Context: an optimization exercise on an open-source flow, tuned for small area, a short achievable clock period and few clock cycles. The choices shown serve that exercise and are no tape-out recipe. Only simulation tests tie the RTL to the original design; equivalence was not proved. Power and IR drop assume default switching activity.

==> try-fjord <==
==> flow/design.v <==
module core_riscv (
    input  logic        clk,
    input  logic        rst_i,
    input  logic [31:0] imem_data_i,
    output logic [31:0] imem_addr_o,
    output logic        imem_rd_en_o,
    input  logic [31:0] dmem_data_i,
    output logic [31:0] dmem_data_o,
    output logic [31:0] dmem_addr_o,
    output logic        dmem_rd_en_o,
    output logic        dmem_wr_en_o,
    output logic [1:0]  dmem_size_o,
    output logic        dmem_sign_o
);
    logic [31:0] pc_f;       
    logic [31:0] pc_i;       
    logic        i_valid;
    logic        stall_r;    
    logic [31:0] ir;
    logic [31:0] pc_r;
    logic        r_valid;
    logic [31:0] e_op1, e_op2, e_x;    
    logic [4:0]  e_rd;
    logic [2:0]  e_f3;
    logic        e_sub, e_s_add, e_s_slt, e_s_sltu, e_s_xor, e_s_or, e_s_and, e_s_sh, e_s_link;
    logic        e_shl, e_sra;
    logic        e_br, e_pred, e_jalr, e_ld, e_st, e_wr;
    logic        e_fwd1, e_fwd2, e_fwds;
    logic [31:0] m_res, m_sd;
    logic [4:0]  m_rd;
    logic [1:0]  m_size;
    logic        m_sign, m_ld, m_st, m_wr;
    logic [31:0] w_res;
    logic [4:0]  w_rd;
    logic        w_ld, w_wr;
    logic [31:0] rf [1:31];
    logic [31:0] wb_data;
    assign wb_data = w_ld ? dmem_data_i : w_res;
    genvar gi;
    generate
        for (gi = 1; gi < 32; gi++) begin : g_rf
            always_ff @(posedge clk) begin
                if (w_wr && w_rd == gi) rf[gi] <= wb_data;
            end
        end
    endgenerate
    logic [4:0] rs1, rs2, rd;
    assign rs1 = ir[19:15];
    assign rs2 = ir[24:20];
    assign rd  = ir[11:7];
    logic [31:0] rf1, rf2;
    always_comb begin
        rf1 = '0;
        rf2 = '0;
        for (int i = 1; i < 32; i++) begin
            rf1 = rf1 | (rf[i] & {32{rs1 == 5'(i)}});
            rf2 = rf2 | (rf[i] & {32{rs2 == 5'(i)}});
        end
    end
    logic [4:0] opc;
    assign opc = ir[6:2];
    logic is_lui, is_auipc, is_jal, is_jalr, is_br, is_ld, is_st, is_opi, is_op;
    assign is_lui   = (opc == 5'b01101);
    assign is_auipc = (opc == 5'b00101);
    assign is_jal   = (opc == 5'b11011);
    assign is_jalr  = (opc == 5'b11001);
    assign is_br    = (opc == 5'b11000);
    assign is_ld    = (opc == 5'b00000);
    assign is_st    = (opc == 5'b01000);
    assign is_opi   = (opc == 5'b00100);
    assign is_op    = (opc == 5'b01100);
    logic [2:0] f3;
    assign f3 = ir[14:12];
    logic r_wr, use1, use2, r_ldw;
    assign r_wr  = (is_lui | is_auipc | is_jal | is_jalr | is_ld | is_opi | is_op) && (rd != 5'd0);
    assign use1  = is_jalr | is_br | is_ld | is_st | is_opi | is_op;    
    assign use2  = is_br | is_op;                                       
    assign r_ldw = r_valid & is_ld & (rd != 5'd0);
    logic [31:0] imm_i, imm_s, imm_b, imm_u, imm_j;
    assign imm_i = {{21{ir[31]}}, ir[30:20]};
    assign imm_s = {{21{ir[31]}}, ir[30:25], ir[11:7]};
    assign imm_b = {{20{ir[31]}}, ir[7], ir[30:25], ir[11:8], 1'b0};
    assign imm_u = {ir[31:12], 12'b0};
    assign imm_j = {{12{ir[31]}}, ir[19:12], ir[20], ir[30:21], 1'b0};
    logic [31:0] r_tgt, r_pc4;
    assign r_tgt = pc_r + (is_jal ? imm_j : imm_b);
    assign r_pc4 = pc_r + 32'd4;
    logic r_pred;    
    assign r_pred = is_br & ir[31];
    logic r_redir;
    assign r_redir = r_valid & ~stall_r & (is_jal | r_pred);
    logic hm1, hm2, hw1, hw2, lw1, lw2;
    assign hm1 = m_wr && (m_rd == rs1);
    assign hm2 = m_wr && (m_rd == rs2);
    assign hw1 = w_wr && (w_rd == rs1);
    assign hw2 = w_wr && (w_rd == rs2);
    assign lw1 = hw1 & w_ld & ~hm1;    
    assign lw2 = hw2 & w_ld & ~hm2;
    logic [31:0] v1, v2;    
    assign v1 = hm1 ? m_res : (hw1 ? w_res : rf1);
    assign v2 = hm2 ? m_res : (hw2 ? w_res : rf2);
    logic [31:0] op1_n, op2_n, x_n;
    always_comb begin
        if (use1 & lw1)      op1_n = dmem_data_i;
        else if (is_lui)     op1_n = '0;
        else if (is_auipc)   op1_n = pc_r;
        else                 op1_n = v1;
        if (use2 & lw2)      op2_n = dmem_data_i;
        else if (use2)       op2_n = v2;
        else if (is_st)      op2_n = imm_s;
        else if (is_lui | is_auipc) op2_n = imm_u;
        else                 op2_n = imm_i;
        if (is_st & lw2)     x_n = dmem_data_i;
        else if (is_st)      x_n = v2;
        else if (is_br & ~r_pred) x_n = r_tgt;
        else                 x_n = r_pc4;
    end
    logic a_sub, a_add, a_slt, a_sltu, a_xor, a_or, a_and, a_sh, a_shl, a_sra;
    logic alu_rr;    
    assign alu_rr = is_op | is_opi;
    always_comb begin
        a_add  = is_lui | is_auipc | is_ld | is_st | (alu_rr & f3 == 3'b000);
        a_sub  = (is_op & f3 == 3'b000 & ir[30]) | (alu_rr & f3[2:1] == 2'b01) | is_br;
        a_slt  = alu_rr & f3 == 3'b010;
        a_sltu = alu_rr & f3 == 3'b011;
        a_xor  = alu_rr & f3 == 3'b100;
        a_or   = alu_rr & f3 == 3'b110;
        a_and  = alu_rr & f3 == 3'b111;
        a_sh   = alu_rr & f3[1:0] == 2'b01;
        a_shl  = ~f3[2];
        a_sra  = ir[30];
    end
    logic [4:0] q_op;
    logic q_use1, q_use2;
    assign q_op   = imem_data_i[6:2];
    assign q_use1 = ~(q_op[0] & (q_op[2] | q_op[1]));    
    assign q_use2 = q_op[3] & ~q_op[0];                   
    logic q_hit_r, q_hit_e, h_hit_e;
    assign q_hit_r = r_ldw & ((q_use1 & imem_data_i[19:15] == rd) |
                              (q_use2 & imem_data_i[24:20] == rd));
    assign q_hit_e = e_ld & e_wr & ((q_use1 & imem_data_i[19:15] == e_rd) |
                                    (q_use2 & imem_data_i[24:20] == e_rd));
    assign h_hit_e = e_ld & e_wr & ((use1 & rs1 == e_rd) |
                                    ((use2 | is_st) & rs2 == e_rd));
    logic [31:0] a, b, sd;
    assign a  = e_fwd1 ? m_res : e_op1;
    assign b  = e_fwd2 ? m_res : e_op2;
    assign sd = e_fwds ? m_res : e_x;
    logic [31:0] b_in, sum;
    logic        cout;
    assign b_in = b ^ {32{e_sub}};
    assign {cout, sum} = {1'b0, a} + {1'b0, b_in} + {32'd0, e_sub};
    logic ltu, lt, eq;
    assign ltu = ~cout;
    assign lt  = (a[31] ^ b[31]) ? a[31] : sum[31];
    assign eq  = (a == b);
    logic [31:0] sh_in, sh_r, sh_out;
    logic [32:0] sh_w;
    always_comb begin
        for (int i = 0; i < 32; i++) sh_in[i] = e_shl ? a[31-i] : a[i];
    end
    assign sh_w = $signed({e_sra & a[31], sh_in}) >>> b[4:0];
    assign sh_r = sh_w[31:0];
    always_comb begin
        for (int i = 0; i < 32; i++) sh_out[i] = e_shl ? sh_r[31-i] : sh_r[i];
    end
    logic [31:0] res;
    assign res = ({32{e_s_add}}  & sum)
               | ({32{e_s_slt}}  & {31'd0, lt})
               | ({32{e_s_sltu}} & {31'd0, ltu})
               | ({32{e_s_xor}}  & (a ^ b))
               | ({32{e_s_or}}   & (a | b))
               | ({32{e_s_and}}  & (a & b))
               | ({32{e_s_sh}}   & sh_out)
               | ({32{e_s_link}} & e_x);
    logic taken, redir_e;
    logic [31:0] e_tgt;
    assign taken   = (e_f3[2] ? (e_f3[1] ? ltu : lt) : eq) ^ e_f3[0];
    assign redir_e = e_jalr | (e_br & (taken ^ e_pred));
    assign e_tgt   = e_jalr ? {sum[31:1], 1'b0} : e_x;
    logic e_go;
    assign e_go = r_valid & ~stall_r & ~redir_e;
    always_ff @(posedge clk) begin
        if (rst_i)            pc_f <= '0;
        else if (redir_e)     pc_f <= e_tgt;
        else if (stall_r)     pc_f <= pc_f;
        else if (r_redir)     pc_f <= r_tgt;
        else                  pc_f <= pc_f + 32'd4;
        if (!stall_r) pc_i <= pc_f;
        if (rst_i || redir_e || r_redir) i_valid <= 1'b0;
        else if (!stall_r)               i_valid <= 1'b1;
        if (rst_i || redir_e || r_redir) stall_r <= 1'b0;
        else if (stall_r)                stall_r <= r_valid & h_hit_e;
        else                             stall_r <= i_valid & (q_hit_r | q_hit_e);
        if (!stall_r) begin
            ir   <= imem_data_i;
            pc_r <= pc_i;
        end
        if (rst_i || redir_e)  r_valid <= 1'b0;
        else if (!stall_r)     r_valid <= i_valid & ~r_redir;
        e_op1 <= op1_n;
        e_op2 <= op2_n;
        e_x   <= x_n;
        e_rd  <= rd;
        e_f3  <= f3;
        e_sub <= a_sub;
        e_s_add  <= a_add;
        e_s_slt  <= a_slt;
        e_s_sltu <= a_sltu;
        e_s_xor  <= a_xor;
        e_s_or   <= a_or;
        e_s_and  <= a_and;
        e_s_sh   <= a_sh;
        e_s_link <= is_jal | is_jalr;
        e_shl    <= a_shl;
        e_sra    <= a_sra;
        e_pred   <= r_pred;
        e_fwd1   <= use1 & e_wr & (e_rd == rs1);
        e_fwd2   <= use2 & e_wr & (e_rd == rs2);
        e_fwds   <= is_st & e_wr & (e_rd == rs2);
        if (rst_i || !e_go) begin
            e_br   <= 1'b0;
            e_jalr <= 1'b0;
            e_ld   <= 1'b0;
            e_st   <= 1'b0;
            e_wr   <= 1'b0;
        end else begin
            e_br   <= is_br;
            e_jalr <= is_jalr;
            e_ld   <= is_ld;
            e_st   <= is_st;
            e_wr   <= r_wr;
        end
        m_res  <= res;
        m_sd   <= sd;
        m_rd   <= e_rd;
        m_size <= e_f3[1:0];
        m_sign <= e_f3[2];
        if (rst_i) begin
            m_ld <= 1'b0;
            m_st <= 1'b0;
            m_wr <= 1'b0;
        end else begin
            m_ld <= e_ld;
            m_st <= e_st;
            m_wr <= e_wr;
        end
        w_res <= m_res;
        w_rd  <= m_rd;
        w_ld  <= m_ld;
        if (rst_i) w_wr <= 1'b0;
        else       w_wr <= m_wr;
    end
    assign imem_addr_o  = pc_f;
    assign imem_rd_en_o = ~stall_r;
    assign dmem_addr_o  = m_res;
    assign dmem_data_o  = m_sd;
    assign dmem_rd_en_o = m_ld;
    assign dmem_wr_en_o = m_st;
    assign dmem_size_o  = m_size;
    assign dmem_sign_o  = m_sign;
endmodule
==> flow/run.sh <==
#!/bin/bash
# synth_recipe.tcl (not shown) runs the flow's synth.tcl, then flattens the netlist and writes it again
# the make line also repeats each setting of config.mk as NAME=value (left out here)
make -C /OpenROAD-flow-scripts/flow DESIGN_CONFIG=/design/flow/config.mk WORK_HOME=/design/flow/orfs CLKGATE_MAP_FILE= SYNTH_SCRIPT=/design/flow/synth_recipe.tcl finish
==> flow/config.mk <==
export PLATFORM = sky130hd
export DESIGN_NAME = core_riscv
export DESIGN_NICKNAME = core_riscv
export VERILOG_FILES = /design/flow/design.v
export SDC_FILE = /design/flow/constraint.sdc
export NUM_CORES = 4
export LEC_CHECK = 0
export CAP_MARGIN = 20
export CORE_MARGIN = 2
export CORE_UTILIZATION = 40
export PLACE_DENSITY = 0.6
export SLEW_MARGIN = 20
==> flow/constraint.sdc <==
create_clock -name core_clock -period 10.0 [get_ports {clk}]
set_input_delay 2.0000 -clock core_clock [delete_from_list [all_inputs] [get_ports {clk}]]
set_output_delay 2.0000 -clock core_clock [all_outputs]
set_load 0.01 [all_outputs]
==> inputs of try-harbor, as changes to try-fjord <==
==> flow/design.v, changed modules only <==
module core_riscv (
    input  logic        clk,
    input  logic        rst_i,
    input  logic [31:0] imem_data_i,
    output logic [31:0] imem_addr_o,
    output logic        imem_rd_en_o,
    input  logic [31:0] dmem_data_i,
    output logic [31:0] dmem_data_o,
    output logic [31:0] dmem_addr_o,
    output logic        dmem_rd_en_o,
    output logic        dmem_wr_en_o,
    output logic [1:0]  dmem_size_o,
    output logic        dmem_sign_o
);
    logic [9:0]  pc_f;       
    logic [9:0]  pc_i;       
    logic        i_valid;
    logic        stall_r;    
    logic [31:0] ir;
    logic [31:0] pc_r;       
    logic [31:0] npc;        
    logic        use_npc;
    logic        r_valid;
    logic        is_lui, is_auipc, is_jal, is_jalr, is_br, is_ld, is_st, is_opi, is_op;
    logic        r_wr, use1, use2, r_pred;
    logic [31:0] e_op1, e_op2, e_x;    
    logic [4:0]  e_rd;
    logic [2:0]  e_f3;
    logic        e_sub, e_s_add, e_s_slt, e_s_sltu, e_s_xor, e_s_or, e_s_and, e_s_sh, e_s_link;
    logic        e_shl, e_sra;
    logic        e_br, e_pred, e_jalr, e_ld, e_st, e_wr;
    logic        e_fwd1, e_fwd2, e_fwds;
    logic [31:0] m_res, m_sd;
    logic [4:0]  m_rd;
    logic [1:0]  m_size;
    logic        m_sign, m_ld, m_st, m_wr;
    logic [31:0] w_res;
    logic [4:0]  w_rd;
    logic        w_ld, w_wr;
    logic [31:0] rf [1:31];
    logic [31:0] wb_data;
    assign wb_data = w_ld ? dmem_data_i : w_res;
    genvar gi;
    generate
        for (gi = 1; gi < 32; gi++) begin : g_rf
            always_ff @(posedge clk) begin
                if (w_wr && w_rd == gi) rf[gi] <= wb_data;
            end
        end
    endgenerate
    logic [4:0] rs1, rs2, rd;
    assign rs1 = ir[19:15];
    assign rs2 = ir[24:20];
    assign rd  = ir[11:7];
    logic [31:0] rf1, rf2;
    logic [31:0] rfa [0:31];
    always_comb begin
        rfa[0] = '0;
        for (int i = 1; i < 32; i++) rfa[i] = rf[i];
    end
    assign rf1 = rfa[rs1];
    assign rf2 = rfa[rs2];
    logic [4:0] q_op;
    assign q_op = imem_data_i[6:2];
    logic q_lui, q_auipc, q_jal, q_jalr, q_br, q_ld, q_st, q_opi, q_op_r;
    assign q_lui   = (q_op == 5'b01101);
    assign q_auipc = (q_op == 5'b00101);
    assign q_jal   = (q_op == 5'b11011);
    assign q_jalr  = (q_op == 5'b11001);
    assign q_br    = (q_op == 5'b11000);
    assign q_ld    = (q_op == 5'b00000);
    assign q_st    = (q_op == 5'b01000);
    assign q_opi   = (q_op == 5'b00100);
    assign q_op_r  = (q_op == 5'b01100);
    logic q_use1, q_use2, q_use2s, q_wr, q_pred;
    assign q_use1  = q_jalr | q_br | q_ld | q_st | q_opi | q_op_r;    
    assign q_use2  = q_br | q_op_r;                                   
    assign q_use2s = q_br | q_op_r | q_st;                            
    assign q_wr    = (q_lui | q_auipc | q_jal | q_jalr | q_ld | q_opi | q_op_r)
                     && (imem_data_i[11:7] != 5'd0);
    assign q_pred  = q_br & imem_data_i[31];
    logic [9:0] q_off, q_tgt;
    assign q_off = q_jal ? {imem_data_i[20], imem_data_i[30:22]}
                         : {imem_data_i[7], imem_data_i[30:25], imem_data_i[11:9]};
    assign q_tgt = pc_i + q_off;
    logic i_redir;
    assign i_redir = i_valid & ~stall_r & (q_jal | q_pred);
    logic [2:0] f3;
    assign f3 = ir[14:12];
    logic r_ldw;
    assign r_ldw = r_valid & is_ld & r_wr;
    logic [31:0] imm_i, imm_s, imm_b, imm_u, imm_j;
    assign imm_i = {{21{ir[31]}}, ir[30:20]};
    assign imm_s = {{21{ir[31]}}, ir[30:25], ir[11:7]};
    assign imm_b = {{20{ir[31]}}, ir[7], ir[30:25], ir[11:8], 1'b0};
    assign imm_u = {ir[31:12], 12'b0};
    assign imm_j = {{12{ir[31]}}, ir[19:12], ir[20], ir[30:21], 1'b0};
    logic [31:0] r_tgt, r_pc4;
    assign r_tgt = pc_r + (is_jal ? imm_j : imm_b);
    assign r_pc4 = pc_r + 32'd4;
    logic r_fix;    
    assign r_fix = r_valid & (is_jal | r_pred);
    logic hm1, hm2, hw1, hw2, lw1, lw2;
    assign hm1 = m_wr && (m_rd == rs1);
    assign hm2 = m_wr && (m_rd == rs2);
    assign hw1 = w_wr && (w_rd == rs1);
    assign hw2 = w_wr && (w_rd == rs2);
    assign lw1 = hw1 & w_ld & ~hm1;    
    assign lw2 = hw2 & w_ld & ~hm2;
    logic [31:0] v1, v2;    
    assign v1 = hm1 ? m_res : (hw1 ? w_res : rf1);
    assign v2 = hm2 ? m_res : (hw2 ? w_res : rf2);
    logic [31:0] op1_n, op2_n, x_n;
    always_comb begin
        if (use1 & lw1)      op1_n = dmem_data_i;
        else if (is_lui)     op1_n = '0;
        else if (is_auipc)   op1_n = pc_r;
        else                 op1_n = v1;
        if (use2 & lw2)      op2_n = dmem_data_i;
        else if (use2)       op2_n = v2;
        else if (is_st)      op2_n = imm_s;
        else if (is_lui | is_auipc) op2_n = imm_u;
        else                 op2_n = imm_i;
        if (is_st & lw2)     x_n = dmem_data_i;
        else if (is_st)      x_n = v2;
        else if (is_br & ~r_pred) x_n = r_tgt;
        else                 x_n = r_pc4;
    end
    logic a_sub, a_add, a_slt, a_sltu, a_xor, a_or, a_and, a_sh, a_shl, a_sra;
    logic alu_rr;    
    assign alu_rr = is_op | is_opi;
    always_comb begin
        a_add  = is_lui | is_auipc | is_ld | is_st | (alu_rr & f3 == 3'b000);
        a_sub  = (is_op & f3 == 3'b000 & ir[30]) | (alu_rr & f3[2:1] == 2'b01) | is_br;
        a_slt  = alu_rr & f3 == 3'b010;
        a_sltu = alu_rr & f3 == 3'b011;
        a_xor  = alu_rr & f3 == 3'b100;
        a_or   = alu_rr & f3 == 3'b110;
        a_and  = alu_rr & f3 == 3'b111;
        a_sh   = alu_rr & f3[1:0] == 2'b01;
        a_shl  = ~f3[2];
        a_sra  = ir[30];
    end
    logic q_hit_r, q_hit_e, h_hit_e;
    assign q_hit_r = r_ldw & ((q_use1 & imem_data_i[19:15] == rd) |
                              (q_use2s & imem_data_i[24:20] == rd));
    assign q_hit_e = e_ld & e_wr & ((q_use1 & imem_data_i[19:15] == e_rd) |
                                    (q_use2s & imem_data_i[24:20] == e_rd));
    assign h_hit_e = e_ld & e_wr & ((use1 & rs1 == e_rd) |
                                    ((use2 | is_st) & rs2 == e_rd));
    logic [31:0] a, b, sd;
    assign a  = e_fwd1 ? m_res : e_op1;
    assign b  = e_fwd2 ? m_res : e_op2;
    assign sd = e_fwds ? m_res : e_x;
    logic [31:0] b_in, sum;
    logic        cout;
    assign b_in = b ^ {32{e_sub}};
    assign {cout, sum} = {1'b0, a} + {1'b0, b_in} + {32'd0, e_sub};
    logic ltu, lt, eq;
    assign ltu = ~cout;
    assign lt  = (a[31] ^ b[31]) ? a[31] : sum[31];
    assign eq  = (a == b);
    logic [31:0] sh_in, sh_r, sh_out;
    logic [32:0] sh_w;
    always_comb begin
        for (int i = 0; i < 32; i++) sh_in[i] = e_shl ? a[31-i] : a[i];
    end
    assign sh_w = $signed({e_sra & a[31], sh_in}) >>> b[4:0];
    assign sh_r = sh_w[31:0];
    always_comb begin
        for (int i = 0; i < 32; i++) sh_out[i] = e_shl ? sh_r[31-i] : sh_r[i];
    end
    logic [31:0] res;
    assign res = ({32{e_s_add}}  & sum)
               | ({32{e_s_slt}}  & {31'd0, lt})
               | ({32{e_s_sltu}} & {31'd0, ltu})
               | ({32{e_s_xor}}  & (a ^ b))
               | ({32{e_s_or}}   & (a | b))
               | ({32{e_s_and}}  & (a & b))
               | ({32{e_s_sh}}   & sh_out)
               | ({32{e_s_link}} & e_x);
    logic taken, redir_e;
    logic [31:0] e_tgt;
    assign taken   = (e_f3[2] ? (e_f3[1] ? ltu : lt) : eq) ^ e_f3[0];
    assign redir_e = e_jalr | (e_br & (taken ^ e_pred));
    assign e_tgt   = e_jalr ? {sum[31:1], 1'b0} : e_x;
    logic e_go, r_in;
    assign e_go = r_valid & ~stall_r & ~redir_e;
    assign r_in = i_valid & ~stall_r & ~redir_e;    
    always_ff @(posedge clk) begin
        if (rst_i)            pc_f <= '0;
        else if (redir_e)     pc_f <= e_tgt[11:2];
        else if (stall_r)     pc_f <= pc_f;
        else if (i_redir)     pc_f <= q_tgt;
        else                  pc_f <= pc_f + 10'd1;
        if (!stall_r) pc_i <= pc_f;
        if (rst_i || redir_e || i_redir) i_valid <= 1'b0;
        else if (!stall_r)               i_valid <= 1'b1;
        if (rst_i || redir_e)            stall_r <= 1'b0;
        else if (stall_r)                stall_r <= r_valid & h_hit_e;
        else                             stall_r <= i_valid & (q_hit_r | q_hit_e);
        if (!stall_r) begin
            ir       <= imem_data_i;
            is_lui   <= q_lui;
            is_auipc <= q_auipc;
            is_jal   <= q_jal;
            is_jalr  <= q_jalr;
            is_br    <= q_br;
            is_ld    <= q_ld;
            is_st    <= q_st;
            is_opi   <= q_opi;
            is_op    <= q_op_r;
            r_wr     <= q_wr;
            use1     <= q_use1;
            use2     <= q_use2;
            r_pred   <= q_pred;
        end
        if (rst_i || redir_e)  r_valid <= 1'b0;
        else if (!stall_r)     r_valid <= i_valid;
        if (r_in) pc_r <= use_npc ? npc : r_pc4;
        if (rst_i) begin
            npc     <= '0;
            use_npc <= 1'b1;
        end else if (redir_e) begin
            npc     <= e_tgt;
            use_npc <= 1'b1;
        end else if (r_fix) begin
            npc     <= r_tgt;
            use_npc <= 1'b1;
        end else if (r_in) begin
            use_npc <= 1'b0;
        end
        e_op1 <= op1_n;
        e_op2 <= op2_n;
        e_x   <= x_n;
        e_rd  <= rd;
        e_f3  <= f3;
        e_sub <= a_sub;
        e_s_add  <= a_add;
        e_s_slt  <= a_slt;
        e_s_sltu <= a_sltu;
        e_s_xor  <= a_xor;
        e_s_or   <= a_or;
        e_s_and  <= a_and;
        e_s_sh   <= a_sh;
        e_s_link <= is_jal | is_jalr;
        e_shl    <= a_shl;
        e_sra    <= a_sra;
        e_pred   <= r_pred;
        e_fwd1   <= use1 & e_wr & (e_rd == rs1);
        e_fwd2   <= use2 & e_wr & (e_rd == rs2);
        e_fwds   <= is_st & e_wr & (e_rd == rs2);
        if (rst_i || !e_go) begin
            e_br   <= 1'b0;
            e_jalr <= 1'b0;
            e_ld   <= 1'b0;
            e_st   <= 1'b0;
            e_wr   <= 1'b0;
        end else begin
            e_br   <= is_br;
            e_jalr <= is_jalr;
            e_ld   <= is_ld;
            e_st   <= is_st;
            e_wr   <= r_wr;
        end
        m_res  <= res;
        m_sd   <= sd;
        m_rd   <= e_rd;
        m_size <= e_f3[1:0];
        m_sign <= e_f3[2];
        if (rst_i) begin
            m_ld <= 1'b0;
            m_st <= 1'b0;
            m_wr <= 1'b0;
        end else begin
            m_ld <= e_ld;
            m_st <= e_st;
            m_wr <= e_wr;
        end
        w_res <= m_res;
        w_rd  <= m_rd;
        w_ld  <= m_ld;
        if (rst_i) w_wr <= 1'b0;
        else       w_wr <= m_wr;
    end
    assign imem_addr_o  = {20'd0, pc_f, 2'b00};
    assign imem_rd_en_o = ~stall_r;
    assign dmem_addr_o  = m_res;
    assign dmem_data_o  = m_sd;
    assign dmem_rd_en_o = m_ld;
    assign dmem_wr_en_o = m_st;
    assign dmem_size_o  = m_size;
    assign dmem_sign_o  = m_sign;
endmodule
Settings changed: SETUP_SLACK_MARGIN set to 5.
==> run notes <==
Share of cell area taken by multi-input logic gates: try-fjord 36.0%; try-harbor 36.5%
Count of clock buffers in the final design: try-fjord 178; try-harbor 182
Global-route met2 utilization: try-fjord 55.4%; try-harbor 53.8%
Multi-input combinational cell count: try-fjord 3966; try-harbor 4002
Number of enable-type register cells in the synthesized netlist: try-fjord 1086; try-harbor 1072
Hold endpoint: try-fjord w_ld; try-harbor w_rd[4]
Met1 Usage GRT: try-fjord 46.5%; try-harbor 44.3%
Die Span Y: try-fjord 415 um; try-harbor 414 um
Startpoint of the most critical hold path: try-fjord m_ld; try-harbor m_rd[4]
Detailed-route wire length per cell: try-fjord 42.7 um; try-harbor 40.1 um
Total die area: try-fjord 172000 um2; try-harbor 171000 um2
Highest attainable clock frequency: try-fjord 0.178 GHz; try-harbor 0.193 GHz
Antenna diode count: try-fjord 26; try-harbor 17
Fillers: try-fjord 15102; try-harbor 15035
Outcome: try-fjord finished clean; try-harbor finished clean
Postcts setup bufs: try-fjord 0; try-harbor 7
Leak: try-fjord 0.0286 uW; try-harbor 0.0280 uW
P_sw: try-fjord 4090 uW; try-harbor 4220 uW
Detailed route wirelength on metal3: try-fjord 61.1 mm; try-harbor 52.7 mm
Period utilisation layout: try-fjord 56.3%; try-harbor 51.8%
Number of unique standard cell types used by synthesis: try-fjord 95; try-harbor 85
Testbench counts of try-fjord, summed over its fixed seeds: cycles 67,539.
Testbench counts of try-harbor, summed over its fixed seeds: cycles 63,663.

what the ideal ports hide:
In the flow no input, the clock included, has a driving cell. The finished layouts below were timed again as built, in two steps.
Step 1 assumes that a clkbuf_16 drives the clock port and a buf_2 every other input.
Step 2 times the ports against the registers' clock, not the clock port: input delays grow and output delays shrink by t, the midpoint of the rising clock arrivals with the driver on.
Slacks: ideal ports / drivers / drivers and shift; pairs: ideal ports / drivers.
| run | t, ns | setup WS [ns] | clock arrival spread, ns | worst register clock-pin slew, ns |
|---|---|---|---|---|
| try-fjord | 0.899 | 4.373 / 4.373 / 4.373 | 0.075 / 0.074 | 0.07 / 0.07 |
| try-harbor | 0.883 | 4.815 / 4.815 / 4.462 | 0.071 / 0.071 | 0.07 / 0.07 |
After both steps setup and hold are still met in every run listed. For try-harbor, which loses most, drivers alone change the setup slack by 0.000 ns; drivers and shift together by -0.353 ns.
